Context: an optimization exercise on an open-source flow, tuned for small area and a short achievable clock period. The choices shown serve that exercise and are no tape-out recipe. The RTL was checked by simulation tests, not by an equivalence proof against the original design. Power and IR drop assume default switching activity.

==> module processing_element_os, before the edit <==
module processing_element_os (
    input  wire        clk,
    input  wire        rst_n,
    input  wire [15:0] a_in,
    input  wire [23:0] w_in,       
    input  wire        step,       
    input  wire        clr,        
    input  wire        bclr,       
    input  wire        valid1,     
    input  wire        aval,       
    input  wire        wval,       
    input  wire [1:0]  thr,        
    output reg  [15:0] act,
    output reg  [23:0] wei,
    output reg  [47:0] buf_q
);
    reg  [31:0] q0, q1;
    reg         zf;
    reg  [47:0] mac;
    reg  [5:1] k;       
    wire [7:0] one = wei[7:0];
    wire [7:0] two = wei[15:8];
    wire [7:0] neg = wei[23:16];
    wire [15:0] wdec;
    genvar i;
    generate
        for (i = 0; i < 8; i = i + 1) begin : g_dec
            assign wdec[2*i+1] = neg[i];
            if (i == 0) begin : g0
                assign wdec[0] = one[0];
            end else begin : gi
                assign wdec[2*i] = one[i] ^ neg[i-1];
            end
        end
    endgenerate
    wire [31:0] r0, r1;
    booth_mul_cs m0 (.a(act), .bone(one), .btwo(two), .bneg(neg), .r0(r0), .r1(r1));
    wire zero;
    Zero_detection zd0 (.A(act), .B(wdec), .Thres(thr), .Zero(zero));
    always @(posedge clk) begin
        if (step) begin
            act <= a_in;
            wei <= w_in;
            q0 <= r0;
            q1 <= r1;
            zf  <= zero | ~aval | ~wval;
        end
    end
    wire [31:0] m32 = mac[31:0];
    wire [31:0] x  = m32 ^ q0 ^ q1;
    wire [32:0] y  = {(m32 & q0) | (m32 & q1) | (q0 & q1), 1'b0};
    wire [1:0]  t  = y[32] + x[31];
    wire [2:0]  d  = {1'b0, t} - 3'd1;     
    wire [47:0] opa = {mac[47:32], ~x[31], x[30:0]};
    wire [47:0] opb = {{13{d[2]}}, d, y[31:0]};
    wire [8:0] sg0 = opa[7:0] + opb[7:0] + 1'b0;
    wire [8:0] sg1 = opa[15:8] + opb[15:8] + k[1];
    wire [8:0] sg2 = opa[23:16] + opb[23:16] + k[2];
    wire [8:0] sg3 = opa[31:24] + opb[31:24] + k[3];
    wire [8:0] sg4 = opa[39:32] + opb[39:32] + k[4];
    wire [8:0] sg5 = opa[47:40] + opb[47:40] + k[5];
    wire [47:0] kpend = (48'd1 << 8) & {48{k[1]}} | (48'd1 << 16) & {48{k[2]}} | (48'd1 << 24) & {48{k[3]}} | (48'd1 << 32) & {48{k[4]}} | (48'd1 << 40) & {48{k[5]}};
    wire [47:0] macv  = mac + kpend;
    always @(posedge clk or negedge rst_n) begin
        if (!rst_n) begin
            mac <= 48'd0;
            k   <= 5'd0;
        end else if (clr) begin
            mac <= 48'd0;
            k   <= 5'd0;
        end else if (step & valid1 & ~zf) begin
            mac[7:0] <= sg0[7:0];
            k[1] <= sg0[8];
            mac[15:8] <= sg1[7:0];
            k[2] <= sg1[8];
            mac[23:16] <= sg2[7:0];
            k[3] <= sg2[8];
            mac[31:24] <= sg3[7:0];
            k[4] <= sg3[8];
            mac[39:32] <= sg4[7:0];
            k[5] <= sg4[8];
            mac[47:40] <= sg5[7:0];
        end
    end
    always @(posedge clk or negedge rst_n) begin
        if (!rst_n)
            buf_q <= 48'd0;
        else if (bclr)
            buf_q <= 48'd0;
        else if (step & valid1)
            buf_q <= macv;
    end
endmodule
make LEC_CHECK=0 CAP_MARGIN=20 CORE_MARGIN=2 CORE_UTILIZATION=45 PLACE_DENSITY=0.6 SETUP_SLACK_MARGIN=4.2 SLEW_MARGIN=20 finish   # period 7.5 ns
run.sh (not shown) runs the stock make flow with config.mk's settings and CLKGATE_MAP_FILE= SYNTH_SCRIPT=/design/flow/synth_recipe.tcl, a recipe that flattens the netlist after the stock synthesis.
Change:
--- a/flow/design.v
+++ b/flow/design.v
@@ -458,8 +458,9 @@
 );
     reg  [31:0] q0, q1;
     reg         zf;
-    reg  [47:0] mac;
-    reg  [5:1] k;       
+    reg  [23:0] mh;
+    reg  [23:0] ml;
+    reg         k;
     wire [7:0] one = wei[7:0];
     wire [7:0] two = wei[15:8];
     wire [7:0] neg = wei[23:16];
@@ -488,40 +489,28 @@
             zf  <= zero | ~aval | ~wval;
         end
     end
-    wire [31:0] m32 = mac[31:0];
+    wire [31:0] m32 = {mh[7:0], ml};
     wire [31:0] x  = m32 ^ q0 ^ q1;
     wire [32:0] y  = {(m32 & q0) | (m32 & q1) | (q0 & q1), 1'b0};
     wire [1:0]  t  = y[32] + x[31];
     wire [2:0]  d  = {1'b0, t} - 3'd1;     
-    wire [47:0] opa = {mac[47:32], ~x[31], x[30:0]};
+    wire [47:0] opa = {mh[23:8], ~x[31], x[30:0]};
     wire [47:0] opb = {{13{d[2]}}, d, y[31:0]};
-    wire [8:0] sg0 = opa[7:0] + opb[7:0] + 1'b0;
-    wire [8:0] sg1 = opa[15:8] + opb[15:8] + k[1];
-    wire [8:0] sg2 = opa[23:16] + opb[23:16] + k[2];
-    wire [8:0] sg3 = opa[31:24] + opb[31:24] + k[3];
-    wire [8:0] sg4 = opa[39:32] + opb[39:32] + k[4];
-    wire [8:0] sg5 = opa[47:40] + opb[47:40] + k[5];
-    wire [47:0] kpend = (48'd1 << 8) & {48{k[1]}} | (48'd1 << 16) & {48{k[2]}} | (48'd1 << 24) & {48{k[3]}} | (48'd1 << 32) & {48{k[4]}} | (48'd1 << 40) & {48{k[5]}};
-    wire [47:0] macv  = mac + kpend;
+    wire [24:0] lo = opa[23:0] + opb[23:0];
+    wire [23:0] hi = opa[47:24] + opb[47:24] + k;
     always @(posedge clk or negedge rst_n) begin
         if (!rst_n) begin
-            mac <= 48'd0;
-            k   <= 5'd0;
+            ml <= 24'd0;
+            mh <= 24'd0;
+            k  <= 1'b0;
         end else if (clr) begin
-            mac <= 48'd0;
-            k   <= 5'd0;
+            ml <= 24'd0;
+            mh <= 24'd0;
+            k  <= 1'b0;
         end else if (step & valid1 & ~zf) begin
-            mac[7:0] <= sg0[7:0];
-            k[1] <= sg0[8];
-            mac[15:8] <= sg1[7:0];
-            k[2] <= sg1[8];
-            mac[23:16] <= sg2[7:0];
-            k[3] <= sg2[8];
-            mac[31:24] <= sg3[7:0];
-            k[4] <= sg3[8];
-            mac[39:32] <= sg4[7:0];
-            k[5] <= sg4[8];
-            mac[47:40] <= sg5[7:0];
+            ml <= lo[23:0];
+            mh <= hi;
+            k  <= lo[24];
         end
     end
     always @(posedge clk or negedge rst_n) begin
@@ -530,7 +519,7 @@
         else if (bclr)
             buf_q <= 48'd0;
         else if (step & valid1)
-            buf_q <= macv;
+            buf_q <= {mh + k, ml};
     end
 endmodule
 module systolic_array (
Outcome:
- setup slack loses 0.35 ns
- combinational power goes up by about 20%
- register-to-register slack loses 0.35 ns
- utilization goes up by 2.0 points
- sequential share of layout area goes down by 1.1 points
- cell area goes up by 1.8%
- global-route usage goes up by 0.60 points
- synthesized area goes down by 1.6%
- clock skew goes up by 0.0053 ns
- clock-buffer cell count goes down by 23
- maximum frequency goes down by 9.5%
- die area goes down by 1.5%
- worst hold slack loses 0.037 ns

[re-timing with driven ports]
No port has a modelled driver above. Below, the same layouts with a new extraction and two added sets of constraints. Step 1 (the two cells are an assumption about what drives the block):
set clk [get_ports {clk}]
set_driving_cell -lib_cell sky130_fd_sc_hd__clkbuf_16 $clk
set_driving_cell -lib_cell sky130_fd_sc_hd__buf_2 [delete_from_list [all_inputs] $clk]
Step 2 times the ports against the registers' clock, not the clock port: input delays grow and output delays shrink by t, the midpoint of the rising clock arrivals with the driver on. a / b / c = ideal ports / drivers / drivers and shift; a / b = the first two.
| run | shift t [ns] | slack for setup (ns) | hold WS [ns] | worst slew at a driven data input, ns |
|---|---|---|---|---|
| the first run | 0.994 | 4.138 / 4.135 / 3.313 | 0.500 / 0.500 / 0.500 | 0.20 |
| the second run | 1.025 | 3.787 / 3.787 / 3.262 | 0.463 / 0.463 / 0.463 | 0.22 |
After both steps every run listed still meets setup and hold. The setup slack of the first run, which loses most, moves by -0.003 ns with the drivers and by -0.825 ns with both steps.
